From an optimization exercise on the open Yosys and OpenROAD flow, aimed at small area and few clock cycles; shortcuts taken in it are not production practice. At most, simulation tests tie the RTL to the original design; equivalence was not proved. The RTL of runs 2 and 4 was laid out without a check of its function.

## flow/design.v (module list and top-level ports; edited modules follow where they fit)
// module cv32e40p_clock_gate: 8 lines
// module cv32e41s_sffr: 18 lines
// module cv32e41s_sffs: 18 lines
// module cv32e41s_alert: 35 lines
// module cv32e41s_alignment_buffer: 396 lines
// module cv32e41s_alu: 173 lines
// module cv32e41s_alu_b_cpop: 12 lines
// module cv32e41s_b_decoder: 289 lines
// module cv32e41s_clic_int_controller: 74 lines
// module cv32e41s_compressed_decoder: 284 lines
// module cv32e41s_controller: 161 lines
// module cv32e41s_controller_bypass: 160 lines
// module cv32e41s_controller_fsm: 771 lines
// module cv32e41s_cs_registers: 2767 lines
// module cv32e41s_csr: 70 lines
// module cv32e41s_data_obi_interface: 78 lines
// module cv32e41s_debug_triggers: 337 lines
// module cv32e41s_decoder: 190 lines
// module cv32e41s_div: 174 lines
// module cv32e41s_dummy_instr: 103 lines
// module cv32e41s_ex_stage: 282 lines
// module cv32e41s_ff_one: 52 lines
// module cv32e41s_i_decoder: 303 lines
// module cv32e41s_id_stage: 441 lines
// module cv32e41s_if_stage: 413 lines
// module cv32e41s_incore: 807 lines
// module cv32e41s_instr_obi_interface: 122 lines
// module cv32e41s_int_controller: 56 lines
// module cv32e41s_lfsr: 39 lines
// module cv32e41s_load_store_unit: 480 lines
// module cv32e41s_lsu_response_filter: 95 lines
// module cv32e41s_m_decoder: 87 lines
// module cv32e41s_mpu_test: 210 lines
// module cv32e41s_mpu_test_data: 210 lines
// module cv32e41s_mult: 134 lines
// module cv32e41s_obi_integrity_fifo: 104 lines
// module cv32e41s_pc_check: 125 lines
// module cv32e41s_pc_target: 31 lines
// module cv32e41s_pma: 63 lines
// module cv32e41s_pmp: 189 lines
// module cv32e41s_pmp_walker_64: 238 lines
// module cv32e41s_prefetch_unit: 100 lines
// module cv32e41s_prefetcher: 82 lines
// module cv32e41s_rchk_check: 22 lines
// module cv32e41s_register_file: 74 lines
// module cv32e41s_register_file_ecc: 42 lines
// module cv32e41s_register_file_wrapper: 46 lines
// module cv32e41s_sequencer: 248 lines
// module cv32e41s_sleep_unit: 44 lines
// module cv32e41s_wb_stage: 80 lines
// module cv32e41s_wpt: 85 lines
// module cv32e41s_write_buffer: 63 lines
// module cv32e41s_xpmp: 143 lines
module cv32e41s_incore 
#(
  parameter                             LIB                                     = 0,
  parameter logic RV32                                    = RV32I,
  parameter logic [1:0] B_EXT                                   = B_NONE,
  parameter logic [1:0] M_EXT                                   = M,
  parameter bit                         DEBUG                                   = 1,
  parameter logic [31:0]                DM_REGION_START                         = 32'hF0000000,
  parameter logic [31:0]                DM_REGION_END                           = 32'hF0003FFF,
  parameter int                         DBG_NUM_TRIGGERS                        = 1,
  parameter int                         PMA_NUM_REGIONS                         = 0,
  parameter logic [PMA_NUM_REGIONS*68-1:0]                   PMA_CFG            = '0,
  parameter bit                         CLIC                                    = 0,
  parameter int unsigned                CLIC_ID_WIDTH                           = 5,
  parameter int unsigned                CLIC_INTTHRESHBITS                      = 8,
  parameter int unsigned                PMP_GRANULARITY                         = 0,
  parameter int                         PMP_NUM_REGIONS                         = 0,
  parameter logic [PMP_NUM_REGIONS*8-1:0]                   PMP_PMPNCFG_RV     = '0,
  parameter logic [PMP_NUM_REGIONS*32-1:0]                PMP_PMPADDR_RV     = '0,
  // ...
==> flow/run.sh <==
#!/bin/bash
# synth_recipe.tcl (not shown) runs the flow's synth.tcl, then flattens the netlist and writes it again
# the make line also repeats each setting of config.mk as NAME=value (left out here)
make -C /OpenROAD-flow-scripts/flow DESIGN_CONFIG=/design/flow/config.mk WORK_HOME=/design/flow/orfs CLKGATE_MAP_FILE= SYNTH_SCRIPT=/design/flow/synth_recipe.tcl finish
==> flow/config.mk <==
export PLATFORM = sky130hd
export DESIGN_NAME = cv32e41s_incore
export DESIGN_NICKNAME = cv32e41s_incore
export VERILOG_FILES = /design/flow/design.v
export SDC_FILE = /design/flow/constraint.sdc
export NUM_CORES = 8
export LEC_CHECK = 0
export ABC_AREA = 1
export CAP_MARGIN = 25
export CORE_MARGIN = 2
export CORE_UTILIZATION = 40
export CTS_BUF_LIST = sky130_fd_sc_hd__clkbuf_4 sky130_fd_sc_hd__clkbuf_8
export CTS_CLUSTER_SIZE = 30
export SLEW_MARGIN = 25
==> flow/constraint.sdc <==
create_clock -name core_clock -period 20.0 [get_ports {clk_i}]
set_input_delay 4.0000 -clock core_clock [delete_from_list [all_inputs] [get_ports {clk_i}]]
set_output_delay 4.0000 -clock core_clock [all_outputs]
set_load 0.01 [all_outputs]
==> results_dict.tcl, run 1 <==
set metrics [dict create \
    num-nets-final 22885 \
    ys_async_sr_fraction_pct 59.58 \
    timing.critical_path.from_type "flop" \
    seq-cell-share_pct 34.62 \
    tritoncts.num_buffers 448 \
    clkTransAtPathRegs_ps 60 \
    ys_warn_count 347 \
    synth_seq_cells 2454 \
    placedInstanceArea_um2 181900 \
    cts_tree "yes" \
    floorplan.tapcells 5663 \
    met1_track_demand_over_resource_pct 55.55 \
    diodes 64 \
    reg2reg_to "ex_stage_i.div.div_i.remainder_q[24]" \
    yosys.area_share.adder_pct 8.200 \
    synth_simple_gate_area_share_pct 16.29 \
    hold_path_class "reg2reg" \
    top_register "register_file_wrapper_i.register_file_i.mem_q" \
    ant_nets 0 \
    layout.non_clock_inverters 2249 \
    slew_limit_fails 0 \
    synth.lib_cells_used.distinct 93 \
    status "complete, no violations" \
    max_ffs_per_register 992 \
]
Testbench counts, summed over its fixed seeds: cycles 1,166,485.
==> module cv32e41s_instr_obi_interface, before the edit <==
module cv32e41s_instr_obi_interface 
#(  parameter int unsigned MAX_OUTSTANDING = 2
 )
(
  input  logic           clk,
  input  logic           rst_n,
  input  logic           trans_valid_i,
  output logic           trans_ready_o,
  input  obi_inst_req_t  trans_i,
  output logic           resp_valid_o,           
  output obi_inst_resp_t resp_o,
  output logic           integrity_err_o,        
  output logic           protocol_err_o,         
  input xsecure_ctrl_t   xsecure_ctrl_i,
  input   cv32e41s_if_c_obi_instr_master_i  c_obi_instr_if_ma_i,
  output  cv32e41s_if_c_obi_instr_master_o  c_obi_instr_if_ma_o
);
  obi_if_state_e state_q, next_state;
  logic [12:0]          achk;                          
  logic                 gntpar_err;                    
  logic                 rvalidpar_err_resp;            
  logic                 gntpar_err_resp;               
  logic                 rchk_err_resp;                 
  logic                 integrity_resp;                
  logic                 protocol_err;                  
  assign resp_valid_o       = c_obi_instr_if_ma_i.s_rvalid.rvalid;
  always_comb begin
    resp_o                = c_obi_instr_if_ma_i.resp_payload;
    resp_o.integrity_err  = rvalidpar_err_resp || gntpar_err_resp || rchk_err_resp;
    resp_o.integrity      = integrity_resp;
  end
  obi_inst_req_t        obi_a_req_q;
  always_comb
  begin
    next_state = state_q;
    case(state_q)
      TRANSPARENT:
      begin
        if (c_obi_instr_if_ma_o.s_req.req && !c_obi_instr_if_ma_i.s_gnt.gnt) begin
          next_state = REGISTERED;
        end
      end  
      REGISTERED:
      begin
        if (c_obi_instr_if_ma_i.s_gnt.gnt) begin
          next_state = TRANSPARENT;
        end
      end  
      default: ;
    endcase
  end
  always_comb
  begin
    if (state_q == TRANSPARENT) begin
      c_obi_instr_if_ma_o.s_req.req        = trans_valid_i;                 
      c_obi_instr_if_ma_o.req_payload      = trans_i;
      c_obi_instr_if_ma_o.req_payload.achk = achk;
    end else begin
      c_obi_instr_if_ma_o.s_req.req   = 1'b1;                               
      c_obi_instr_if_ma_o.req_payload = obi_a_req_q;
    end
  end
  always_comb begin
    achk = {
      ^{8'b0},                                          
      ^{8'b0},                                          
      ^{8'b0},                                          
      ^{8'b0},                                          
      ~^{c_obi_instr_if_ma_o.req_payload.dbg},
      ^{6'b0},                                          
      ^{8'b0},                                          
      ~^{4'b1111, 1'b0},                                 
      ~^{c_obi_instr_if_ma_o.req_payload.prot[2:0], c_obi_instr_if_ma_o.req_payload.memtype[1:0]},
      ^{c_obi_instr_if_ma_o.req_payload.addr[31:24]},
      ^{c_obi_instr_if_ma_o.req_payload.addr[23:16]},
      ^{c_obi_instr_if_ma_o.req_payload.addr[15:8]},
      ^{c_obi_instr_if_ma_o.req_payload.addr[7:2], 2'b00}  
    };
  end
 assign  c_obi_instr_if_ma_o.s_req.reqpar = !c_obi_instr_if_ma_o.s_req.req;
  always_ff @(posedge clk, negedge rst_n)
  begin
    if(rst_n == 1'b0)
    begin
      state_q       <= TRANSPARENT;
      obi_a_req_q   <= OBI_INST_REQ_RESET_VAL;
    end
    else
    begin
      state_q       <= next_state;
      if ((state_q == TRANSPARENT) && (next_state == REGISTERED)) begin
        obi_a_req_q <= c_obi_instr_if_ma_o.req_payload;
      end
    end
  end
  assign trans_ready_o = (state_q == TRANSPARENT);
  assign gntpar_err = (c_obi_instr_if_ma_i.s_gnt.gnt == c_obi_instr_if_ma_i.s_gnt.gntpar);
  cv32e41s_obi_integrity_fifo
  #(
      .MAX_OUTSTANDING   (MAX_OUTSTANDING)
   )
  integrity_fifo_i
  (
    .clk                (clk                              ),
    .rst_n              (rst_n                            ),
    .gntpar_err_i       (gntpar_err                       ),
    .trans_integrity_i  (trans_i.integrity                ),
    .trans_we_i         (1'b0                             ),
    .xsecure_ctrl_i     (xsecure_ctrl_i                   ),
    .gntpar_err_resp_o  (gntpar_err_resp                  ),
    .integrity_resp_o   (integrity_resp                   ),
    .rchk_err_resp_o    (rchk_err_resp                    ),
    .protocol_err_o     (protocol_err                     ),
    .obi_req_i          (c_obi_instr_if_ma_o.s_req.req       ),
    .obi_gnt_i          (c_obi_instr_if_ma_i.s_gnt.gnt       ),
    .obi_rvalid_i       (c_obi_instr_if_ma_i.s_rvalid.rvalid ),
    .obi_resp_i         (resp_o                           )
  );
  assign rvalidpar_err_resp = (c_obi_instr_if_ma_i.s_rvalid.rvalid == c_obi_instr_if_ma_i.s_rvalid.rvalidpar);
  assign integrity_err_o = rchk_err_resp || rvalidpar_err_resp || gntpar_err;
  assign protocol_err_o  = protocol_err;
endmodule
==> inputs of run 2 (changes only) <==
--- a/flow/design.v
+++ b/flow/design.v
@@ -9894,6 +9894,7 @@
     end else begin
       c_obi_instr_if_ma_o.s_req.req   = 1'b1;                               
       c_obi_instr_if_ma_o.req_payload = obi_a_req_q;
+      c_obi_instr_if_ma_o.req_payload.achk = achk;                           
     end
   end
   always_comb begin
==> flow/flow/run.sh (new file) <==
#!/bin/bash
# Layout flow: the standard flow (standard synthesis, floorplan, placement, routing),
# with clock tree synthesis told not to add dummy loads and to use small clock buffers.
# Full tool output goes to flow_standard.log in the work folder (ORFS also keeps its
# per-step logs under orfs/logs/).
set -euo pipefail
export CTS_ARGS="-sink_clustering_enable -repair_clock_nets -dont_use_dummy_load -buf_list {sky130_fd_sc_hd__clkbuf_4 sky130_fd_sc_hd__clkbuf_8} -sink_clustering_size 30"
bash standard.sh finish > flow_standard.log 2>&1
==> flow/standard.sh (new file) <==
#!/bin/bash
# synth_recipe.tcl (not shown) runs the flow's synth.tcl, then flattens the netlist and writes it again
# the make line also repeats each setting of config.mk as NAME=value (left out here)
make -C /OpenROAD-flow-scripts/flow DESIGN_CONFIG=/design/flow/config.mk WORK_HOME=/design/flow/orfs CLKGATE_MAP_FILE= SYNTH_SCRIPT=/design/flow/synth_recipe.tcl "${@:-finish}"
--- a/flow/config.mk
+++ b/flow/config.mk
@@ -9,6 +9,4 @@
 export CAP_MARGIN = 25
 export CORE_MARGIN = 2
 export CORE_UTILIZATION = 40
-export CTS_BUF_LIST = sky130_fd_sc_hd__clkbuf_4 sky130_fd_sc_hd__clkbuf_8
-export CTS_CLUSTER_SIZE = 30
 export SLEW_MARGIN = 25
removed: flow/run.sh
==> run 2 against run 1 <==
Non-clock buffer count shrank 50. Critical path type unchanged. Critical path depth shrank 4. Wire length shrank 2.8%. Hold slack gained 14 ps.
==> results_dict.tcl, run 2 <==
set metrics [dict create \
    setup_buffers_after_cts 0 \
    met3_wirelength_um 112800 \
    ys_warn_count 347 \
    path_max_fanout 60 \
    timing.reg2reg.worst_path_depth 44 \
    worstPathArrival_ps 13110 \
    pin_count 747 \
    mostFrequentLayoutCell "sky130_fd_sc_hd__nand2_1" \
    yosys-top-cells-area "sky130_fd_sc_hd__dfrtp_1, sky130_fd_sc_hd__edfxtp_1, sky130_fd_sc_hd__nand2_1, sky130_fd_sc_hd__o21ai_0, sky130_fd_sc_hd__inv_1" \
    crit_type "reg2out" \
    worstPathBufferInverterCount 8 \
    fp-row-count 239 \
    mapped_area_um2 169600 \
    ys_async_sr_fraction_pct 59.36 \
    synth.top_cells.by_count "sky130_fd_sc_hd__nand2_1, sky130_fd_sc_hd__o21ai_0, sky130_fd_sc_hd__inv_1" \
    setup.worst_path.start "if_stage_i.if_id_pipe_o[150]" \
    cts_tree "yes" \
    first_global_vias 158569 \
    setup-violations-final 0 \
    dr.pass1.iters 7 \
    synth_simple_gate_area_share_pct 16.15 \
    tritoncts_num_sinks 2441 \
    htree_levels 5 \
    synth_most_common_cell "sky130_fd_sc_hd__nand2_1" \
    num-nets-final 22816 \
    post-route-min-period_ps 17110 \
    global_route.usage.total_pct 41.02 \
    final_core_utilization_pct 44.27 \
    fp.coreArea_um2 422800 \
    cts_max_path_buffers 4 \
    root_buffer_master "sky130_fd_sc_hd__clkbuf_8" \
    period_share_pct 85.55 \
    top_regs "register_file_wrapper_i.register_file_i.mem_q x992, id_stage_i.id_ex_pipe_o x209, ex_stage_i.ex_wb_pipe_o x139" \
    ff2ff_setup_slack_ps 4590 \
    wl_per_cell_um 33.53 \
    layout-area-overhead-vs-synth_pct 10.38 \
    globalRoute.totalOverflow 0 \
    violation_count_after_the_first_detailed_routing_iteration 26456 \
    timing.critical_path.to_type "primary output" \
    tritoncts.num_buffers 442 \
    globalplace.congestion 1.076 \
    hold_viol_final 0 \
    most_frequent_cells_in_the_layout "sky130_fd_sc_hd__nand2_1, sky130_fd_sc_hd__o21ai_0, sky130_fd_sc_hd__inv_1, sky130_fd_sc_hd__a21oi_1, sky130_fd_sc_hd__dfrtp_1" \
    effective_utilization_at_floorplan_pct 40.10 \
    synth_seq_cells 2441 \
    share_of_the_yosys_chip_area_belonging_to_registers_pct 38.98 \
    reg2reg_to "ex_stage_i.div.div_i.remainder_q[7]" \
    finalNonFillerCells 27157 \
    slew_limit_fails 0 \
    fin_worst_skew_ps 218.4 \
    antenna_found_initial 79 \
    cpMostUsedCell "sky130_fd_sc_hd__nand2_1" \
    synth_xor_xnor_area_share_pct 3.502 \
    synth-edff-count 992 \
    netlist.top_cell.by_area "sky130_fd_sc_hd__dfrtp_1" \
    clkTransAtPathRegs_ps 70 \
    cts_hold_repair.buffers 0 \
    drt_drc_violations_left 0 \
    synth.lib_cells_used.distinct 102 \
    timing.critical_path.from_type "flop" \
    chipWidth_um 655.1 \
    status "complete, no violations" \
    synth-compound-area-share_pct 23.57 \
    tightest_pin_transition_ps 1276 \
    floorplan.die_area_um2 429100 \
    postSynthAreaPerCell_um2 7.938 \
    post-place-cells 26660 \
    main_combinational_cell_family_by_area_after_synthesis "compound AO/OA/AOI/OAI gates" \
    hold_path_class "reg2reg" \
    ys.flop_type "sky130_fd_sc_hd__dfrtp_1" \
    slew_headroom_pct 14.44 \
    hold-path-cell-count 2 \
    launch_instance_of_the_worst_min_delay_path "controller_i.controller_fsm_i.debug_cause_q[0]" \
    share_of_final_layout_standard_cells_stronger_than_drive_strength_1_pct 7.563 \
    synth_top_area_share_pct 20.87 \
    met1Wirelength_um 348200 \
    cp_data_required_time_ps 16000 \
    detail_route.vias_per_cell 6.318 \
    cts_resized 0 \
    maxCapViolations 0 \
    count_of_buffers_from_port_buffering 489 \
    grt_setup_unrepaired "false" \
    clk_lat_worst_skew_ps 1260 \
    setup_tns_ps 0 \
    max_ffs_per_register 992 \
    cell_with_the_biggest_individual_delay_on_the_critical_path "sky130_fd_sc_hd__buf_4" \
    timing.critical_path.max_delay_family "compound AO/OA/AOI/OAI gates" \
    worstReg2RegStart "ex_stage_i.div.div_i.state[0]" \
    place_hpwl_um 657000 \
    met2_wirelength_um 374000 \
    grt_pass1_wl_um 1247000 \
    yosys.area_share.adder_pct 8.211 \
    wirelength_um 910400 \
    top_signal_layer_used "met5" \
    top_register "register_file_wrapper_i.register_file_i.mem_q" \
    ant_nets 0 \
    grt_start_max_net_pins 172 \
    yosys-mux-area-fraction_pct 0.4649 \
    fmaxAchievable_mhz 58.44 \
    fp.dieH_um 655.1 \
    vias 171585 \
    synth_cells 21361 \
    crit_path_max_incr_delay_ps 850 \
]
run 2: cell count changes in the layout (fill, tap and decap cells not counted), moves of 29 or more:
cell	before	now
sky130_fd_sc_hd__a21oi_1	1318	1508
sky130_fd_sc_hd__a22o_1	89	47
sky130_fd_sc_hd__buf_4	611	573
sky130_fd_sc_hd__clkbuf_4	158	0
sky130_fd_sc_hd__clkbuf_8	522	442
sky130_fd_sc_hd__clkinv_1	103	56
sky130_fd_sc_hd__clkinv_2	42	2
sky130_fd_sc_hd__inv_1	2082	2123
sky130_fd_sc_hd__o211ai_1	316	263
sky130_fd_sc_hd__o21ai_0	2770	2819
sky130_fd_sc_hd__o21ai_1	235	149
sky130_fd_sc_hd__o22ai_1	605	571
sky130_fd_sc_hd__or2_2	82	53
run 2: layer usage:
layer / track usage (%) / up-vias
met5: 0 / -
met4: 28.35 / 34
met3: 11.67 / 2456
met2: 58.68 / 11840
met1: 53.32 / 83616
li1: - / 73639
run 2: how the worst max path moves through the flow:
stage / endpoint / slack, ps / cells after the start
after CTS: instr_reqpar_o / 3260 / 46
after global routing: instr_achk_o[3] / 2470 / 46
after global placement: data_reqpar_o / 4220 / 34
after floorplan: ex_stage_i.div.div_i.remainder_q[11] / 6180 / 45
final: instr_reqpar_o / 2890 / 47
after detailed placement: data_req_o / 4190 / 34
run 2: cells by family after synthesis:
kind of cell,after synthesis
AO/OA/AOI/OAI,6804
XOR/XNOR,678
adder cells (fa/ha/maj),934
buffers and inverters,3790
flip-flops,2441
multiplexers,73
other,2
AND/OR/NAND/NOR,6639
run 2: worst reg2reg max path, delay by kind of cell (launching register included):
kind	cells	cell delay (ps)
AND/OR/NAND/NOR	3	760
buffers and inverters	5	1240
adder cells (fa/ha/maj)	32	12190
AO/OA/AOI/OAI	4	650
flip-flops	1	410
run 2: metrics by stage:
step	hold WS [ps]	instance area, µm²	worst slack (ps)
after floorplan	436.1	169900	6176
after global placement	452.9	180600	4218
after detailed placement	454.5	180800	4187
after CTS	440.3	186900	3256
after global routing	477.2	187100	2470
final	462.9	187200	2890
run 2: cell type report:
type                       instances  area, µm²
timing repair buffer            1085       9554
multi-input combinational      15209      89650
sequential                      2441      66110
inverter                        2269       8567
tap                             5663       7086
fill                           43122     235700
clock buffer                     442       6083
antenna                           48      120.1
==> module cv32e41s_alignment_buffer, before the edit <==
module cv32e41s_alignment_buffer 
#(
  parameter int unsigned ALBUF_DEPTH     = 3,
  parameter int unsigned ALBUF_CNT_WIDTH = $clog2(ALBUF_DEPTH)
)
(
  input  logic           clk,
  input  logic           rst_n,
  input  ctrl_fsm_t      ctrl_fsm_i,
  input privlvlctrl_t    priv_lvl_ctrl_i,
  input  logic [31:0]    branch_addr_i,
  output logic           prefetch_busy_o,
  input xsecure_ctrl_t   xsecure_ctrl_i,
  output logic           one_txn_pend_n,
  input  logic           mpu_if_trie_fault_i,
  input  logic           mpu_lsu_trie_fault_i,
  output logic           fetch_valid_o,
  input  logic           fetch_ready_i,
  output logic           fetch_branch_o,
  output logic [31:0]    fetch_branch_addr_o,
  output logic           fetch_ptr_access_o,
  input  logic           fetch_ptr_access_i,
  output privlvl_t       fetch_priv_lvl_o,
  input  privlvl_t       fetch_priv_lvl_i,
  input  logic           resp_valid_i,
  input  inst_resp_t     resp_i,
  output logic                       instr_valid_o,
  input  logic                       instr_ready_i,
  output inst_resp_t                 instr_instr_o,
  output logic [31:0]                instr_addr_o,
  output privlvl_t                   instr_priv_lvl_o,
  output logic                       instr_is_clic_ptr_o,  
  output logic                       instr_is_mret_ptr_o,  
  output logic                       instr_is_tbljmp_ptr_o,
  output logic [ALBUF_CNT_WIDTH-1:0] outstnd_cnt_q_o,
  output logic           protocol_err_o
);
  logic [ALBUF_CNT_WIDTH:0] instr_cnt_n, instr_cnt_q;
  logic [ALBUF_CNT_WIDTH-1:0] outstanding_cnt_n, outstanding_cnt_q;
  logic outstanding_count_up;
  logic outstanding_count_down;
  logic [1:0] n_incoming_ins;
  logic pop_q;
  logic [1:0] n_pushed_ins;
  logic aligned_n, aligned_q;
  logic complete_n, complete_q;
  logic [1:0] n_flush_n, n_flush_q, n_flush_branch;
  logic bus_err_unaligned, bus_err;
  mpu_status_e mpu_status_unaligned, mpu_status;
  logic resp_valid_gated;
  privlvl_t instr_priv_lvl_q;
  logic is_clic_ptr_q;
  logic is_mret_ptr_q;
  logic is_tbljmp_ptr_q;
  logic ptr_fetch_accepted_q;
  assign resp_valid_gated = (n_flush_q > 0) ? 1'b0 : resp_valid_i;
  assign n_pushed_ins = n_incoming_ins;
  assign fetch_valid_o = (ctrl_fsm_i.instr_req )                                     &&
                         (outstanding_cnt_q < 2)                                     &&
                         !(ptr_fetch_accepted_q && !ctrl_fsm_i.pc_set)               &&  
                         (((instr_cnt_q - pop_q) == 'd0)                             ||
                         ((instr_cnt_q - pop_q) == 'd1 && outstanding_cnt_q == 2'd0) ||
                         ctrl_fsm_i.pc_set);
  assign prefetch_busy_o = (outstanding_cnt_q != 3'b000)|| fetch_valid_o;
  assign one_txn_pend_n = outstanding_cnt_n == ALBUF_CNT_WIDTH'(1);
  assign fetch_branch_o = ctrl_fsm_i.pc_set;
  assign fetch_branch_addr_o = {branch_addr_i[31:1], 1'b0};
  logic [ALBUF_DEPTH-1:0][41:0]  resp_q;   
  inst_resp_t resp_q_at_rptr;
  assign resp_q_at_rptr = resp_q[rptr];
  inst_resp_t resp_q_at_rptr2;
  assign resp_q_at_rptr2 = resp_q[rptr2];
  logic [ALBUF_DEPTH-1:0]        valid_n,   valid_int,   valid_q;
  inst_resp_t resp_n;
  logic [ALBUF_CNT_WIDTH-1:0] rptr, rptr_n;
  logic [ALBUF_CNT_WIDTH-1:0] rptr2;
  logic [ALBUF_CNT_WIDTH-1:0] wptr, wptr_n;
  logic             [31:0]  addr_n, addr_q, addr_incr;
  logic             [31:0]  instr, instr_unaligned;
  logic                     valid, valid_unaligned_uncompressed;
  logic                     aligned_is_compressed, unaligned_is_compressed;
  logic [1:0]  rchk_enable;              
  logic        rchk_err_q0;              
  logic        rchk_err_q1;              
  logic        integrity_err;            
  logic        integrity_err_unaligned;  
  assign instr        = (valid_q[rptr]) ? resp_q_at_rptr.bus_resp.rdata : resp_i.bus_resp.rdata;
  assign bus_err      = (valid_q[rptr]) ? resp_q_at_rptr.bus_resp.err   : resp_i.bus_resp.err;
  assign mpu_status   = (valid_q[rptr]) ? resp_q_at_rptr.mpu_status     : resp_i.mpu_status;
  assign integrity_err = (valid_q[rptr]) ? (rchk_err_q0 || resp_q_at_rptr.bus_resp.integrity_err) : (resp_i.bus_resp.integrity_err);
  assign instr_unaligned = (valid_q[rptr2]) ? {resp_q_at_rptr2.bus_resp.rdata[15:0], instr[31:16]} : {resp_i.bus_resp.rdata[15:0], instr[31:16]};
  assign valid_unaligned_uncompressed = (valid_q[rptr2] || (valid_q[rptr] && resp_valid_gated));
  assign valid = valid_q[rptr] || resp_valid_gated;
  assign unaligned_is_compressed = (instr[17:16] != 2'b11) &&
                                   !(instr_is_clic_ptr_o || instr_is_mret_ptr_o || instr_is_tbljmp_ptr_o);
  assign aligned_is_compressed   = (instr[1:0] != 2'b11) &&
                                   !(instr_is_clic_ptr_o || instr_is_mret_ptr_o || instr_is_tbljmp_ptr_o);
  assign rchk_enable[0] = xsecure_ctrl_i.cpuctrl.integrity;
  assign rchk_enable[1] = xsecure_ctrl_i.cpuctrl.integrity;
  cv32e41s_rchk_check
  rchk_0_i
  (
    .resp_i   (resp_q_at_rptr.bus_resp),
    .enable_i (rchk_enable),
    .err_o    (rchk_err_q0)
  );
  cv32e41s_rchk_check
  rchk_1_i
  (
    .resp_i   (resp_q_at_rptr2.bus_resp),
    .enable_i (rchk_enable),
    .err_o    (rchk_err_q1)
  );
  always_comb begin
    mpu_status_unaligned = MPU_OK;
    bus_err_unaligned = 1'b0;
    integrity_err_unaligned = 1'b0;
    if(valid_q[rptr2]) begin
      if(!unaligned_is_compressed) begin
        if((resp_q_at_rptr2.mpu_status != MPU_OK) || (resp_q_at_rptr.mpu_status != MPU_OK)) begin
          mpu_status_unaligned = MPU_RE_FAULT;
        end
        bus_err_unaligned = (resp_q_at_rptr2.bus_resp.err || resp_q_at_rptr.bus_resp.err);
        integrity_err_unaligned = ((resp_q_at_rptr2.bus_resp.integrity_err || rchk_err_q1) || (resp_q_at_rptr.bus_resp.integrity_err || rchk_err_q0));
      end else begin
        mpu_status_unaligned = resp_q_at_rptr.mpu_status;
        bus_err_unaligned    = resp_q_at_rptr.bus_resp.err;
        integrity_err_unaligned    = resp_q_at_rptr.bus_resp.integrity_err || rchk_err_q0;
      end
    end else begin
      if(valid_q[rptr]) begin
        if(!unaligned_is_compressed) begin
          if((resp_q_at_rptr.mpu_status != MPU_OK) || (resp_i.mpu_status != MPU_OK)) begin
            mpu_status_unaligned = MPU_RE_FAULT;
          end
          bus_err_unaligned = (resp_q_at_rptr.bus_resp.err || resp_i.bus_resp.err);
          integrity_err_unaligned = ((resp_q_at_rptr.bus_resp.integrity_err || rchk_err_q0) || (resp_i.bus_resp.integrity_err));
        end else begin
          mpu_status_unaligned = resp_q_at_rptr.mpu_status;
          bus_err_unaligned = resp_q_at_rptr.bus_resp.err;
          integrity_err_unaligned = resp_q_at_rptr.bus_resp.integrity_err || rchk_err_q0;
        end
      end else begin
        mpu_status_unaligned = resp_i.mpu_status;
        bus_err_unaligned    = resp_i.bus_resp.err;
        integrity_err_unaligned = resp_i.bus_resp.integrity_err;
      end
    end
  end
  always_comb
  begin
    instr_instr_o.bus_resp.rdata         = instr;
    instr_instr_o.bus_resp.err           = bus_err;
    instr_instr_o.mpu_status             = mpu_status;
    instr_instr_o.bus_resp.rchk          = '0;           
    instr_instr_o.bus_resp.integrity_err = integrity_err;
    instr_instr_o.bus_resp.integrity     = 1'b0;         
    instr_valid_o = 1'b0;
    if (ctrl_fsm_i.kill_if) begin
      instr_valid_o = 1'b0;
    end else if (instr_addr_o[1]) begin
      instr_instr_o.bus_resp.rdata         = instr_unaligned;
      instr_instr_o.bus_resp.err           = bus_err_unaligned;
      instr_instr_o.mpu_status             = mpu_status_unaligned;
      instr_instr_o.bus_resp.integrity_err = integrity_err_unaligned;
      if (!valid) begin
        instr_valid_o = 1'b0;
      end else if (instr_is_clic_ptr_o || instr_is_mret_ptr_o || instr_is_tbljmp_ptr_o) begin
        instr_valid_o = valid;
      end else if (unaligned_is_compressed) begin
        instr_valid_o = valid;
      end else begin
        instr_valid_o = valid_unaligned_uncompressed;
      end
    end else begin
      instr_valid_o = valid;
    end
  end
  always_comb
  begin
    resp_n     = resp_q[wptr];
    valid_int  = valid_q;
    wptr_n     = wptr;
    if (resp_valid_gated) begin
      wptr_n   = wptr < (ALBUF_DEPTH-1) ? wptr + ALBUF_CNT_WIDTH'(1) : ALBUF_CNT_WIDTH'(0);
      resp_n   = resp_i;
      valid_int[wptr] = 1'b1;
    end  
  end  
  assign addr_incr = add32_rc({addr_q[31:2], 2'b00}, 32'h4, 1'b0);
  always_comb
  begin
    addr_n     = addr_q;
    valid_n    = valid_int;
    rptr_n     = rptr;
    if (addr_q[1]) begin
      if (unaligned_is_compressed) begin
        addr_n = {addr_incr[31:2], 2'b00};
      end else begin
        addr_n = {addr_incr[31:2], 2'b10};
      end
      rptr_n = rptr < (ALBUF_DEPTH-1) ? rptr + ALBUF_CNT_WIDTH'(1) : ALBUF_CNT_WIDTH'(0);
    end else begin
      if (aligned_is_compressed) begin
        addr_n = {addr_q[31:2], 2'b10};
      end else begin
        addr_n = {addr_incr[31:2], 2'b00};
        rptr_n = rptr < (ALBUF_DEPTH-1) ? rptr + ALBUF_CNT_WIDTH'(1) : ALBUF_CNT_WIDTH'(0);
      end
    end
    if (instr_valid_o && instr_ready_i) begin
      if (addr_q[1] || (!addr_q[1] && (!aligned_is_compressed))) begin
        valid_n[rptr] = 1'b0;
      end
    end
  end
  assign rptr2 = (rptr < (ALBUF_DEPTH-1)) ? rptr + ALBUF_CNT_WIDTH'(1) : ALBUF_CNT_WIDTH'(0);
  always_comb begin
    instr_cnt_n = instr_cnt_q;
    n_flush_branch = outstanding_cnt_q;
    if(ctrl_fsm_i.kill_if) begin
      instr_cnt_n = 'd0;
      if(resp_valid_i) begin
        n_flush_branch = (outstanding_cnt_q != 0) ? outstanding_cnt_q - 2'd1 : outstanding_cnt_q;
      end
    end else begin
      instr_cnt_n = instr_cnt_q + n_pushed_ins - (pop_q ? ALBUF_CNT_WIDTH'(1) : ALBUF_CNT_WIDTH'(0));
    end
  end
  assign outstanding_count_up   = fetch_valid_o && fetch_ready_i;     
  assign outstanding_count_down = resp_valid_i;                    
  always_comb begin
    outstanding_cnt_n = outstanding_cnt_q;
    case ({outstanding_count_up, outstanding_count_down})
      2'b00 : begin
        outstanding_cnt_n = outstanding_cnt_q;
      end
      2'b01 : begin
        outstanding_cnt_n = (outstanding_cnt_q != 0) ? outstanding_cnt_q - 1'b1 : outstanding_cnt_q;
      end
      2'b10 : begin
        outstanding_cnt_n = outstanding_cnt_q + 1'b1;
      end
      2'b11 : begin
        outstanding_cnt_n = outstanding_cnt_q;
      end
      default;
    endcase
  end
  always_comb begin
    aligned_n = aligned_q;
    complete_n = complete_q;
    n_incoming_ins = 2'd0;
    if(ctrl_fsm_i.pc_set) begin
      aligned_n = !branch_addr_i[1];
      complete_n = branch_addr_i[1];
    end else begin
      if(resp_valid_gated) begin
        if(aligned_q) begin
          if(resp_i.bus_resp.rdata[1:0] == 2'b11) begin
            n_incoming_ins = 2'd1;
          end else begin
            if(resp_i.bus_resp.rdata[17:16] == 2'b11) begin
              n_incoming_ins = 2'd1;
              aligned_n = 1'b0;
              complete_n = 1'b0;
            end else begin
              n_incoming_ins = 2'd2;
              aligned_n = 1'b1;
              complete_n = 1'b1;
            end
          end
        end else begin
          if(complete_q) begin
            if(resp_i.bus_resp.rdata[17:16] == 2'b11) begin
              n_incoming_ins = 2'd0;
              aligned_n = 1'b0;
              complete_n = 1'b0;
            end else begin
              n_incoming_ins = 2'd1;
              aligned_n = 1'b1;
              complete_n = 1'b1;
            end
          end else begin
            if(resp_i.bus_resp.rdata[17:16] == 2'b11) begin
              n_incoming_ins = 2'd1;
              aligned_n = 1'b0;
              complete_n = 1'b0;
            end else begin
              n_incoming_ins = 2'd2;
              aligned_n = 1'b1;
              complete_n = 1'b1;
            end  
          end  
        end  
      end  
    end  
  end  
  always_comb
  begin
    n_flush_n = n_flush_q;
    if(ctrl_fsm_i.pc_set) begin
      n_flush_n = n_flush_branch;
    end else begin
      if(resp_valid_i && (n_flush_q > 0)) begin
        n_flush_n = n_flush_q - 2'b01;
      end
    end
  end
  always_ff @(posedge clk, negedge rst_n)
  begin
    if(rst_n == 1'b0)
    begin
      addr_q            <= '0;
      resp_q            <= INST_RESP_RESET_VAL;
      valid_q           <= '0;
      aligned_q         <= 1'b0;
      complete_q        <= 1'b0;
      n_flush_q         <= 'd0;
      instr_cnt_q       <= 'd0;
      outstanding_cnt_q <= 'd0;
      rptr              <= 'd0;
      wptr              <= 'd0;
      pop_q             <= 1'b0;
      is_clic_ptr_q     <= 1'b0;
      is_mret_ptr_q     <= 1'b0;
      is_tbljmp_ptr_q   <= 1'b0;
      ptr_fetch_accepted_q  <= 1'b0;
    end
    else
    begin
      if (ctrl_fsm_i.kill_if) begin
        valid_q <= '0;
      end else begin
        if (resp_valid_gated) begin
          resp_q[wptr] <= resp_n;
        end
        if((instr_valid_o && instr_ready_i) || resp_valid_gated) begin
          valid_q <= valid_n;
        end
      end
      if (ctrl_fsm_i.pc_set) begin
        addr_q  <= branch_addr_i;        
        wptr <= 'd0;
        rptr <= 'd0;
        is_clic_ptr_q <= ctrl_fsm_i.pc_set_clicv && (ctrl_fsm_i.pc_mux == PC_TRAP_CLICV);
        is_mret_ptr_q <= ctrl_fsm_i.pc_set_clicv && (ctrl_fsm_i.pc_mux == PC_MRET);  
        is_tbljmp_ptr_q <= ctrl_fsm_i.pc_set_tbljmp;
      end else begin
        if (resp_valid_gated) begin
          wptr <= wptr_n;
        end
        if(instr_valid_o && instr_ready_i) begin
          addr_q <= addr_n;
          rptr   <= rptr_n;
          is_clic_ptr_q     <= 1'b0;
          is_mret_ptr_q     <= 1'b0;
          is_tbljmp_ptr_q   <= 1'b0;
        end
      end
      if(fetch_valid_o && fetch_ready_i && fetch_ptr_access_i) begin
        ptr_fetch_accepted_q <= 1'b1;
      end else begin
        if(ctrl_fsm_i.pc_set) begin
          ptr_fetch_accepted_q <= 1'b0;
        end
      end
      pop_q <= (instr_valid_o && instr_ready_i);
      aligned_q <= aligned_n;
      complete_q <= complete_n;
      n_flush_q <= (mpu_if_trie_fault_i | mpu_lsu_trie_fault_i) ? '0 : n_flush_n;
      instr_cnt_q <= (mpu_if_trie_fault_i | mpu_lsu_trie_fault_i) ? '0 :instr_cnt_n;
      outstanding_cnt_q <= (mpu_if_trie_fault_i | mpu_lsu_trie_fault_i) ? '0 : outstanding_cnt_n;
    end
  end
  assign outstnd_cnt_q_o = outstanding_cnt_q;
  assign instr_addr_o = addr_q;
  always_ff @(posedge clk, negedge rst_n) begin
    if (!rst_n) begin
      instr_priv_lvl_q <= PRIV_LVL_M;
    end
    else begin
      if (priv_lvl_ctrl_i.priv_lvl_set) begin
        instr_priv_lvl_q <= priv_lvl_ctrl_i.priv_lvl;
      end
    end
  end
  assign instr_is_clic_ptr_o   = is_clic_ptr_q;
  assign instr_is_mret_ptr_o   = is_mret_ptr_q;
  assign instr_is_tbljmp_ptr_o = is_tbljmp_ptr_q;
  assign fetch_ptr_access_o = (ctrl_fsm_i.pc_set && (ctrl_fsm_i.pc_set_clicv || ctrl_fsm_i.pc_set_tbljmp));
  assign protocol_err_o = resp_valid_i && !(|outstanding_cnt_q);
  assign fetch_priv_lvl_o = priv_lvl_ctrl_i.priv_lvl_set ? priv_lvl_ctrl_i.priv_lvl:
                            instr_priv_lvl_q;
  assign instr_priv_lvl_o = fetch_priv_lvl_i;
endmodule
==> inputs of run 3 (changes only) <==
--- a/flow/design.v
+++ b/flow/design.v
@@ -1681,6 +1681,8 @@
     if (resp_valid_gated) begin
       wptr_n   = wptr < (ALBUF_DEPTH-1) ? wptr + ALBUF_CNT_WIDTH'(1) : ALBUF_CNT_WIDTH'(0);
       resp_n   = resp_i;
+      resp_n.bus_resp.rchk      = '0;
+      resp_n.bus_resp.integrity = 1'b0;
       valid_int[wptr] = 1'b1;
     end  
   end  
==> run 3 against run 2 <==
Synthesized cell count decreased by 0.40%. Highest routed layer unchanged. Maximum frequency increased by 1.3%. Cell count decreased by 0.29%. Critical path type unchanged. Clock skew decreased by 18 ps. Utilization increased by 0.26 points.
==> results_dict.tcl, run 3 <==
set metrics [dict create \
    mapped_area_um2 169000 \
    crit_path_max_incr_delay_ps 880 \
    crit_type "reg2out" \
    ys_warn_count 347 \
    setup-violations-final 0 \
    setup_buffers_after_cts 0 \
    fp.coreArea_um2 420500 \
    share_of_final_layout_standard_cells_stronger_than_drive_strength_1_pct 7.708 \
    worstReg2RegStart "ex_stage_i.div.div_i.state[0]" \
    share_of_the_yosys_chip_area_belonging_to_registers_pct 39.11 \
    top_register "register_file_wrapper_i.register_file_i.mem_q" \
    chipWidth_um 654.0 \
    globalRoute.totalOverflow 0 \
    top_regs "register_file_wrapper_i.register_file_i.mem_q x992, id_stage_i.id_ex_pipe_o x209, ex_stage_i.ex_wb_pipe_o x139" \
    count_of_buffers_from_port_buffering 484 \
    synth-edff-count 992 \
    place_ws_ps 3925 \
    ys_async_sr_fraction_pct 59.36 \
    most_frequent_cells_in_the_layout "sky130_fd_sc_hd__nand2_1, sky130_fd_sc_hd__o21ai_0, sky130_fd_sc_hd__inv_1, sky130_fd_sc_hd__a21oi_1, sky130_fd_sc_hd__dfrtp_1" \
    post-route-min-period_ps 16880 \
    grt_start_max_net_pins 174 \
    slew_headroom_pct 16.75 \
    timing.critical_path.to_type "primary output" \
    timing.critical_path.from_type "flop" \
    floorplan.die_area_um2 427700 \
    period_share_pct 84.42 \
    hold_path_class "reg2reg" \
    mostFrequentLayoutCell "sky130_fd_sc_hd__nand2_1" \
    globalplace.congestion 1.082 \
    clkTransAtPathRegs_ps 60 \
    fin_worst_skew_ps 200.7 \
    grt_pass1_wl_um 1246000 \
    postSynthAreaPerCell_um2 7.944 \
    timing.hold.worst_endpoint "ex_stage_i.ex_wb_pipe_o[93]" \
    num-nets-final 22763 \
    reg2reg_to "ex_stage_i.div.div_i.remainder_q[2]" \
    drt_drc_violations_left 0 \
    ys.flop_type "sky130_fd_sc_hd__dfrtp_1" \
    ff2ff_setup_slack_ps 4450 \
    tritoncts_num_sinks 2441 \
    cts_max_path_buffers 4 \
    synth_seq_cells 2441 \
    max_ffs_per_register 992 \
    grt_setup_unrepaired "false" \
    synth_top_area_share_pct 20.94 \
    ant_nets 0 \
    maxCapViolations 0 \
    tritoncts.num_buffers 434 \
    vias 172788 \
    cell_with_the_biggest_individual_delay_on_the_critical_path "sky130_fd_sc_hd__a311oi_2" \
    violation_count_after_the_first_detailed_routing_iteration 28057 \
    detail_route.vias_per_cell 6.381 \
    cp_data_required_time_ps 16000 \
    effective_utilization_at_floorplan_pct 40.19 \
    cts_tree "yes" \
    launch_instance_of_the_worst_min_delay_path "id_stage_i.id_ex_pipe_o[83]" \
    first_global_vias 157492 \
    hold_viol_final 0 \
    tightest_pin_transition_ps 1236 \
    worst_slack_ps 3115 \
    pin_count 747 \
    fillerInstances 42690 \
    htree_levels 5 \
    synth.top_cells.by_count "sky130_fd_sc_hd__nand2_1, sky130_fd_sc_hd__o21ai_0, sky130_fd_sc_hd__inv_1" \
    fp-row-count 238 \
    clk_lat_worst_skew_ps 1230 \
    place_hpwl_um 659200 \
    wl_per_cell_um 33.58 \
    wirelength_um 909300 \
    timing.reg2reg.worst_path_depth 45 \
    global_route.usage.total_pct 41.02 \
    status "complete, no violations" \
    netlist.top_cell.by_area "sky130_fd_sc_hd__dfrtp_1" \
    yosys-top-cells-area "sky130_fd_sc_hd__dfrtp_1, sky130_fd_sc_hd__edfxtp_1, sky130_fd_sc_hd__nand2_1, sky130_fd_sc_hd__o21ai_0, sky130_fd_sc_hd__inv_1" \
    fp.dieH_um 654.0 \
    worstPathArrival_ps 12880 \
    antenna_found_initial 97 \
    slew_limit_fails 0 \
    synth_most_common_cell "sky130_fd_sc_hd__nand2_1" \
    synth_cells 21275 \
    synth.lib_cells_used.distinct 88 \
    path_max_fanout 58 \
    setup.worst_path.start "if_stage_i.if_id_pipe_o[151]" \
    cts_hold_repair.buffers 0 \
    hold-path-cell-count 2 \
    fmaxAchievable_mhz 59.23 \
    root_buffer_master "sky130_fd_sc_hd__clkbuf_8" \
    dr.pass1.iters 6 \
    setup_tns_ps 0 \
    cpMostUsedCell "sky130_fd_sc_hd__nand2_1" \
    layout-area-overhead-vs-synth_pct 10.79 \
    cts_resized 0 \
]
run 3: changes by cell type after synthesis, moves of 28 or more:
cell / delta
sky130_fd_sc_hd__inv_2: -28
sky130_fd_sc_hd__a21oi_1: -96
sky130_fd_sc_hd__o21ai_0: +90
sky130_fd_sc_hd__o2111ai_1: +28
sky130_fd_sc_hd__nand4_1: +41
sky130_fd_sc_hd__a22oi_1: -29
sky130_fd_sc_hd__or2_2: +30
sky130_fd_sc_hd__nand2_1: -60
sky130_fd_sc_hd__o21a_1: +31
sky130_fd_sc_hd__nor2_1: +76
sky130_fd_sc_hd__clkbuf_1: +62
sky130_fd_sc_hd__nand3_1: -61
sky130_fd_sc_hd__buf_6: -37
sky130_fd_sc_hd__o21ai_1: -102
run 3: worst max-delay path: cells and delay by family, from the launching register on:
kind,cells,cell delay [ps]
AOI/OAI and AO/OA,17,4270
xor gates and xnor gates,1,480
adders and majority gates,2,610
buffers and inverters,6,2020
DFF,1,640
and+or+nand+nor,24,3660
run 3: layer usage:
layer,GRT usage [%],up-vias,wire length (µm)
met5,0.04527,-,241
met4,25.75,38,68470
met3,11.78,2497,117700
met2,58.41,12506,372200
met1,54.52,84159,350700
li1,-,73588,-
run 3: worst max-delay path by stage:
stage	slack (ps)	to	cells after the start
detailed placement	3930	data_req_o	38
global route	2720	instr_reqpar_o	51
CTS	3380	instr_reqpar_o	51
global placement	3970	data_req_o	38
finish	3120	instr_req_o	50
floorplan	6160	ex_stage_i.div.div_i.remainder_q[11]	47
run 3: final cells by class:
class | instances | area [µm²] | share of cell area (%)
multi-input cells | 15168 | 89730 | 47.92
flip-flops and latches | 2441 | 66110 | 35.31
repair buffers | 1125 | 9859 | 5.266
inverters | 2225 | 8399 | 4.486
well taps | 5640 | 7057 | 3.769
clock buffers | 434 | 5973 | 3.190
diodes | 44 | 110.1 | 0.05880
run 3: logic make-up (layout without fill, tap and decap cells):
logic type,Yosys count,after routing,synth area share (%)
AOI/OAI and AO/OA,6758,6758,23.56
and+or+nand+nor,6623,6623,16.17
buffers and inverters,3745,3784,8.811
DFF,2441,2441,39.11
adders and majority gates,934,934,8.238
xor gates and xnor gates,678,678,3.514
muxes,94,94,0.5945
other,2,125,0.004444
run 3: through the flow:
step	instance area [µm²]	cells	hold slack (ps)	util, %
6_report	187200	27077	432.7	44.53
5_1_grt	187200	27042	434.7	44.51
4_1_cts	186900	27028	435.3	44.46
3_5_place_dp	181000	26594	452.2	43.04
3_3_place_gp	180800	26585	449.3	42.99
2_1_floorplan	169300	21354	433.8	-
Testbench counts of run 3, summed over its fixed seeds: cycles 1,166,485.
==> inputs of run 4 (changes only) <==
--- a/flow/design.v
+++ b/flow/design.v
@@ -1681,8 +1681,6 @@
     if (resp_valid_gated) begin
       wptr_n   = wptr < (ALBUF_DEPTH-1) ? wptr + ALBUF_CNT_WIDTH'(1) : ALBUF_CNT_WIDTH'(0);
       resp_n   = resp_i;
-      resp_n.bus_resp.rchk      = '0;
-      resp_n.bus_resp.integrity = 1'b0;
       valid_int[wptr] = 1'b1;
     end  
   end  
==> flow/flow/run.sh (replaced) <==
#!/bin/bash
# Layout flow: the standard flow (standard synthesis, floorplan, placement, routing),
# with clock tree synthesis told not to add dummy loads and to use small clock buffers,
# and power recovery (downsizing of cells on paths with slack) after global routing.
# Full tool output goes to flow_standard.log in the work folder (ORFS also keeps its
# per-step logs under orfs/logs/).
set -euo pipefail
export CTS_ARGS="-sink_clustering_enable -repair_clock_nets -dont_use_dummy_load -buf_list {sky130_fd_sc_hd__clkbuf_4 sky130_fd_sc_hd__clkbuf_8} -sink_clustering_size 30"
export RECOVER_POWER=100
bash standard.sh finish > flow_standard.log 2>&1
==> run 4 against run 3 <==
The layout now fails its checks (capacitance limit, slew limit). Utilization is 0.51 points lower. Register-to-register slack got worse by 1900 ps. Via count fell by 0.57%. Die area up 0.33%. Critical path type is now in2out. Highest routed layer unchanged.
==> results_dict.tcl, run 4 <==
set metrics [dict create \
    slew_headroom_pct -411.0 \
    synth_xor_xnor_area_share_pct 3.502 \
    synth_top_area_share_pct 20.87 \
    ant_nets 0 \
    antenna_found_initial 81 \
    chipWidth_um 655.1 \
    tritoncts_num_sinks 2441 \
    status "failed layout checks" \
    ys_warn_count 347 \
    ys.flop_type "sky130_fd_sc_hd__dfrtp_1" \
    cts_hold_repair.buffers 0 \
    hold_path_class "reg2reg" \
    globalplace.congestion 1.076 \
    timing.reg2reg.worst_path_depth 50 \
    setup.worst_path.start "debug_req_i" \
    effective_utilization_at_floorplan_pct 40.10 \
    top_regs "register_file_wrapper_i.register_file_i.mem_q x992, id_stage_i.id_ex_pipe_o x209, ex_stage_i.ex_wb_pipe_o x139" \
    mostFrequentLayoutCell "sky130_fd_sc_hd__nand2_1" \
    path_max_fanout 32 \
    pin_count 747 \
    maxCapViolations 144 \
    crit_type "in2out" \
    main_combinational_cell_family_by_area_after_synthesis "compound AO/OA/AOI/OAI gates" \
    synth.top_cells.by_count "sky130_fd_sc_hd__nand2_1, sky130_fd_sc_hd__o21ai_0, sky130_fd_sc_hd__inv_1" \
    critical_path.endpoint "data_reqpar_o" \
    layout-area-overhead-vs-synth_pct 9.780 \
    fp.dieH_um 655.1 \
    share_of_the_yosys_chip_area_belonging_to_registers_pct 38.98 \
    first_global_vias 158569 \
    detail_route.vias_per_cell 6.326 \
    slew_limit_fails 4707 \
    worst_slack_ps 1599 \
    ys_async_sr_fraction_pct 59.36 \
    cp_data_required_time_ps 16000 \
    count_of_buffers_from_port_buffering 489 \
    timing.critical_path.to_type "primary output" \
    violation_count_after_the_first_detailed_routing_iteration 26391 \
    grt_setup_unrepaired "false" \
    fp-row-count 239 \
    synth_seq_cells 2441 \
    ff2ff_setup_slack_ps 2540 \
    share_of_final_layout_standard_cells_stronger_than_drive_strength_1_pct 6.393 \
    fin_worst_skew_ps 226.0 \
    timing.hold.worst_endpoint "ex_stage_i.ex_wb_pipe_o[75]" \
    launch_instance_of_the_worst_min_delay_path "id_stage_i.id_ex_pipe_o[65]" \
    max_ffs_per_register 992 \
    yosys.area_share.adder_pct 8.211 \
    htree_levels 5 \
    timing.hold.ws_ps 453.9 \
    grt_pass1_wl_um 1247000 \
    num-nets-final 22816 \
    clkTransAtPathRegs_ps 50 \
    globalRoute.totalOverflow 0 \
    setup_tns_ps 0 \
    synth_simple_gate_area_share_pct 16.15 \
    worstPathBufferInverterCount 15 \
    worstPathArrival_ps 14400 \
    hold_viol_final 0 \
    tritoncts.num_buffers 442 \
    tightest_pin_transition_ps 7665 \
    drt_drc_violations_left 0 \
    fmaxAchievable_mhz 54.35 \
    postSynthAreaPerCell_um2 7.938 \
    netlist.top_cell.by_area "sky130_fd_sc_hd__dfrtp_1" \
    floorplan.die_area_um2 429100 \
    root_buffer_master "sky130_fd_sc_hd__clkbuf_8" \
    setup_buffers_after_cts 0 \
    place_hpwl_um 657000 \
    wl_per_cell_um 33.53 \
    global_route.usage.total_pct 41.02 \
    synth-compound-area-share_pct 23.57 \
    cell_with_the_biggest_individual_delay_on_the_critical_path "sky130_fd_sc_hd__clkbuf_1" \
    period_share_pct 92.00 \
    wirelength_um 910700 \
    most_frequent_cells_in_the_layout "sky130_fd_sc_hd__nand2_1, sky130_fd_sc_hd__o21ai_0, sky130_fd_sc_hd__inv_1, sky130_fd_sc_hd__a21oi_1, sky130_fd_sc_hd__dfrtp_1" \
    post-route-min-period_ps 18400 \
    synth.lib_cells_used.distinct 102 \
    synth_most_common_cell "sky130_fd_sc_hd__nand2_1" \
    timing.critical_path.max_delay_family "buffers and inverters" \
    synth-edff-count 992 \
    cts_resized 0 \
    cts_max_path_buffers 4 \
    top_register "register_file_wrapper_i.register_file_i.mem_q" \
    cts_tree "yes" \
    cpMostUsedCell "sky130_fd_sc_hd__inv_1" \
    worstReg2RegStart "controller_i.controller_fsm_i.debug_mode_q" \
    critical_path_cell_count 39 \
    vias 171797 \
    dr.pass1.iters 10 \
    yosys-top-cells-area "sky130_fd_sc_hd__dfrtp_1, sky130_fd_sc_hd__edfxtp_1, sky130_fd_sc_hd__nand2_1, sky130_fd_sc_hd__o21ai_0, sky130_fd_sc_hd__inv_1" \
    check-failures "capacitance limit, slew limit" \
    place_ws_ps 4187 \
    setup-violations-final 0 \
    mapped_area_um2 169600 \
    crit_path_max_incr_delay_ps 1230 \
    timing.critical_path.from_type "primary input" \
    fp.coreArea_um2 422800 \
    synth_cells 21361 \
    hold-path-cell-count 2 \
    yosys-mux-area-fraction_pct 0.4649 \
    clk_lat_worst_skew_ps 1270 \
    grt_start_max_net_pins 172 \
]
## run 4: cell count changes after synthesis, moves of 41 or more
cell and delta:
sky130_fd_sc_hd__a21oi_1 +96, sky130_fd_sc_hd__clkbuf_1 -62, sky130_fd_sc_hd__nand2_1 +60, sky130_fd_sc_hd__nand3_1 +61
sky130_fd_sc_hd__nand4_1 -41, sky130_fd_sc_hd__nor2_1 -76, sky130_fd_sc_hd__o21ai_0 -90, sky130_fd_sc_hd__o21ai_1 +102
## run 4: worst max-delay path by stage
stage | from | endpoint | depth (start not counted)
after floorplan | id_stage_i.id_ex_pipe_o[310] | ex_stage_i.div.div_i.remainder_q[11] | 45
after global placement | debug_req_i | data_reqpar_o | 34
after detailed placement | debug_req_i | data_req_o | 34
after CTS | if_stage_i.if_id_pipe_o[150] | instr_reqpar_o | 46
## run 4: area by class of cell
cell class / count / area (µm²)
Antenna cell: 49 / 122.6
Clock buffer: 442 / 6083
Fill cell: 43345 / 236700
Inverter: 2269 / 8567
Multi-Input combinational cell: 15209 / 89210
Sequential cell: 2441 / 66110
Tap cell: 5663 / 7086
Timing Repair Buffer: 1085 / 8969
## run 4: per-layer routing
layer | track usage, % | wire length, µm | share of wire [%]
met4 | 28.35 | 76530 | 8.4
met5 | 0 | 177 | 0.019
met2 | 58.68 | 373200 | 41
met1 | 53.32 | 348800 | 38
met3 | 11.67 | 111900 | 12
## run 4: kinds of logic after synthesis
logic type | Yosys count
fa+ha+maj | 934
xor+xnor | 678
flops | 2441
other cells | 2
simple gates | 6639
buf+inv | 3790
compound gates | 6804
mux | 73
## run 4: metrics by stage
| stage | cell area (µm²) | instances | util, % |
|---|---|---|---|
| after floorplan | 169900 | 21440 | - |
| after global placement | 180600 | 26656 | 42.72 |
| after detailed placement | 180800 | 26660 | 42.76 |
| after CTS | 186900 | 27102 | 44.20 |
| after global routing | 186100 | 27116 | 44.00 |
| final | 186200 | 27158 | 44.03 |
==> inputs of run 5 (changes only) <==
--- a/flow/design.v
+++ b/flow/design.v
@@ -1681,6 +1681,8 @@
     if (resp_valid_gated) begin
       wptr_n   = wptr < (ALBUF_DEPTH-1) ? wptr + ALBUF_CNT_WIDTH'(1) : ALBUF_CNT_WIDTH'(0);
       resp_n   = resp_i;
+      resp_n.bus_resp.rchk      = '0;
+      resp_n.bus_resp.integrity = 1'b0;
       valid_int[wptr] = 1'b1;
     end  
   end  
==> flow/flow/run.sh (replaced) <==
#!/bin/bash
# Layout flow: the standard flow (standard synthesis, floorplan, placement, routing) with
# - clock tree synthesis told not to add dummy loads and to use small clock buffers,
# - the buffers placed on the ports made of the smallest buffer cell.
# Full tool output goes to flow_standard.log in the work folder (ORFS also keeps its
# per-step logs under orfs/logs/).
set -euo pipefail
export CTS_ARGS="-sink_clustering_enable -repair_clock_nets -dont_use_dummy_load -buf_list {sky130_fd_sc_hd__clkbuf_4 sky130_fd_sc_hd__clkbuf_8} -sink_clustering_size 30"
export BUFFER_PORTS_ARGS="-buffer_cell sky130_fd_sc_hd__buf_1"
bash standard.sh finish > flow_standard.log 2>&1
==> run 5 against run 4 <==
The run now finishes clean. Critical endpoint is now instr_reqpar_o. Critical path type is now reg2out. Highest routed layer unchanged. Sequential cell count is the same. Clock skew shrank 27 ps. Non-clock buffer count grew 50.
==> results_dict.tcl, run 5 <==
set metrics [dict create \
    timing.critical_path.from_type "flop" \
    drt_drc_violations_left 0 \
    clk_lat_worst_skew_ps 1240 \
    worstPathArrival_ps 13560 \
    crit_type "reg2out" \
    vias 172936 \
    first_global_vias 157377 \
    path_max_fanout 83 \
    slew_headroom_pct 12.94 \
    num-nets-final 22772 \
    most_frequent_cells_in_the_layout "sky130_fd_sc_hd__nand2_1, sky130_fd_sc_hd__o21ai_0, sky130_fd_sc_hd__inv_1, sky130_fd_sc_hd__a21oi_1, sky130_fd_sc_hd__dfrtp_1" \
    fillerInstances 42930 \
    violation_count_after_the_first_detailed_routing_iteration 26913 \
    fin_worst_skew_ps 199.2 \
    share_of_the_yosys_chip_area_belonging_to_registers_pct 39.11 \
    setup-violations-final 0 \
    effective_utilization_at_floorplan_pct 40.19 \
    tritoncts_num_sinks 2441 \
    pin_count 747 \
    synth_seq_cells 2441 \
    ys_warn_count 347 \
    timing.hold.ws_ps 467.6 \
    timing.critical_path.to_type "primary output" \
    wl_per_cell_um 33.41 \
    period_share_pct 87.81 \
    ys.flop_type "sky130_fd_sc_hd__dfrtp_1" \
    cts_hold_repair.buffers 0 \
    synth_most_common_cell "sky130_fd_sc_hd__nand2_1" \
    maxCapViolations 0 \
    global_route.usage.total_pct 40.88 \
    globalRoute.totalOverflow 0 \
    wirelength_um 905900 \
    ys_async_sr_fraction_pct 59.36 \
    grt_pass1_wl_um 1242000 \
    mostFrequentLayoutCell "sky130_fd_sc_hd__nand2_1" \
    detail_route.vias_per_cell 6.378 \
    tightest_pin_transition_ps 1298 \
    finalNonFillerCells 27115 \
    cp_data_required_time_ps 16000 \
    synth-edff-count 992 \
    hold_viol_final 0 \
    grt_start_max_net_pins 149 \
    status "complete, no violations" \
    synth_top_area_share_pct 20.94 \
    top_regs "register_file_wrapper_i.register_file_i.mem_q x992, id_stage_i.id_ex_pipe_o x209, ex_stage_i.ex_wb_pipe_o x139" \
    cts_tree "yes" \
    postSynthAreaPerCell_um2 7.944 \
    htree_levels 5 \
    cell_with_the_biggest_individual_delay_on_the_critical_path "sky130_fd_sc_hd__a311oi_2" \
    cts_resized 0 \
    place_hpwl_um 656800 \
    yosys-top-cells-area "sky130_fd_sc_hd__dfrtp_1, sky130_fd_sc_hd__edfxtp_1, sky130_fd_sc_hd__nand2_1, sky130_fd_sc_hd__o21ai_0, sky130_fd_sc_hd__inv_1" \
    dr.pass1.iters 9 \
    slew_limit_fails 0 \
    tritoncts.num_buffers 433 \
    synth.top_cells.by_count "sky130_fd_sc_hd__nand2_1, sky130_fd_sc_hd__o21ai_0, sky130_fd_sc_hd__inv_1" \
    share_of_final_layout_standard_cells_stronger_than_drive_strength_1_pct 7.752 \
    layout-area-overhead-vs-synth_pct 9.033 \
    netlist.top_cell.by_area "sky130_fd_sc_hd__dfrtp_1" \
    post-place-cells 26599 \
    count_of_buffers_from_port_buffering 484 \
    chipWidth_um 654.0 \
    top_register "register_file_wrapper_i.register_file_i.mem_q" \
    synth.lib_cells_used.distinct 88 \
    antenna_found_initial 111 \
    max_ffs_per_register 992 \
    globalplace.congestion 1.093 \
    mapped_area_um2 169000 \
    hold_path_class "reg2reg" \
    grt_setup_unrepaired "false" \
    cts_max_path_buffers 4 \
    floorplan.die_area_um2 427700 \
    setup_tns_ps 0 \
    post-route-min-period_ps 17560 \
    fp.dieH_um 654.0 \
    synth_cells 21275 \
    fmaxAchievable_mhz 56.94 \
    root_buffer_master "sky130_fd_sc_hd__clkbuf_8" \
    ant_nets 0 \
    fp-row-count 238 \
    fp.coreArea_um2 420500 \
    crit_path_max_incr_delay_ps 1200 \
    clkTransAtPathRegs_ps 50 \
    setup_buffers_after_cts 0 \
    cpMostUsedCell "sky130_fd_sc_hd__nand2_1" \
]
run 5: layout make-up:
| type | count | area [µm²] | area share (%) |
|---|---|---|---|
| multi-input cells | 15168 | 89630 | 48.64 |
| flip-flops and latches | 2441 | 66120 | 35.88 |
| inverters | 2225 | 8399 | 4.558 |
| well taps | 5640 | 7057 | 3.830 |
| repair buffers | 1135 | 6924 | 3.758 |
| clock buffers | 433 | 5959 | 3.234 |
| diodes | 73 | 182.7 | 0.09913 |
run 5: worst paths after layout:
path	endpoint	slack [ps]	cells past startpoint	start
min in group asynchronous	asynchronous set/reset pin	2900	1	rst_ni
min reg2reg	flop	470	2	flop
max	instr_reqpar_o	2440	51	if_stage_i.if_id_pipe_o[150]
max in group asynchronous	ex_stage_i.ex_wb_pipe_o[202]	13210	5	rst_ni
max reg2reg	ex_stage_i.div.div_i.remainder_q[23]	4410	46	ex_stage_i.div.div_i.state[0]
min	flop	470	2	flop
run 5: cells by family (layout without fill, tap and decap cells):
kind of cell    after synthesis  after routing  share of synthesized area (%)
compound gates             6758           6758                          23.56
flops                      2441           2441                          39.11
xor+xnor                    678            678                          3.514
simple gates               6623           6623                          16.17
fa+ha+maj                   934            934                          8.238
other cells                   2            154                       0.004444
mux                          94             94                         0.5945
buf+inv                    3745           3793                          8.811
run 5: stage by stage:
stage               util, %  worst slack (ps)  area (µm²)
finish                43.82              2437      184300
global route          43.79              1894      184100
CTS                   43.73              2943      183900
detailed placement    42.31              4276      177900
global placement      42.27              4298      177700
floorplan                 -              6156      169300
run 5: worst max-delay path, delay by kind of cell (launching register included):
family / cells / cell delay (ps)
compound gates: 17 / 4940
simple gates: 24 / 3890
flops: 1 / 640
fa+ha+maj: 2 / 630
xor+xnor: 1 / 100
buf+inv: 7 / 2120
run 5: per-layer routing:
layer | vias up | wire length, µm | global-route usage, % | share of wire (%)
met1 | 84300 | 345100 | 53.08 | 38
met5 | - | 345 | 0.1019 | 0.038
met4 | 40 | 70560 | 27.06 | 7.8
met2 | 12447 | 372500 | 58.13 | 41
met3 | 2502 | 117500 | 12.94 | 13
li1 | 73647 | - | - | -
Testbench counts of run 5, summed over its fixed seeds: cycles 1,166,485.

-- port drivers added, routing unchanged --
Ports are ideal in the flow. The routed layouts listed here were re-timed in OpenROAD. Step 1 sets driving cells, clkbuf_16 on the clock port and buf_2 on the other inputs (assumed; they add their load-dependent delay and slew). Step 2 times the ports against the registers' clock, not the clock port: input delays grow and output delays shrink by t, the midpoint of the rising clock arrivals with the driver on. Slacks: ideal ports / drivers / drivers and shift; pairs: ideal ports / drivers.
run | t, ns | slack for setup (ns) | worst slew at a driven data input, ns
run 1 | 1.296 | 3.383 / 3.268 / 3.985 | 0.16
run 2 | 1.275 | 2.890 / 2.760 / 3.885 | 0.17
run 3 | 1.260 | 3.115 / 2.986 / 3.908 | 0.17
run 4 | 1.285 | 1.599 / 1.577 / 0.706 | 0.16
run 5 | 1.256 | 2.437 / 2.325 / 3.580 | 0.19
The setup slack of run 4, which loses most, moves by -0.022 ns with the drivers and by -0.893 ns with both steps.
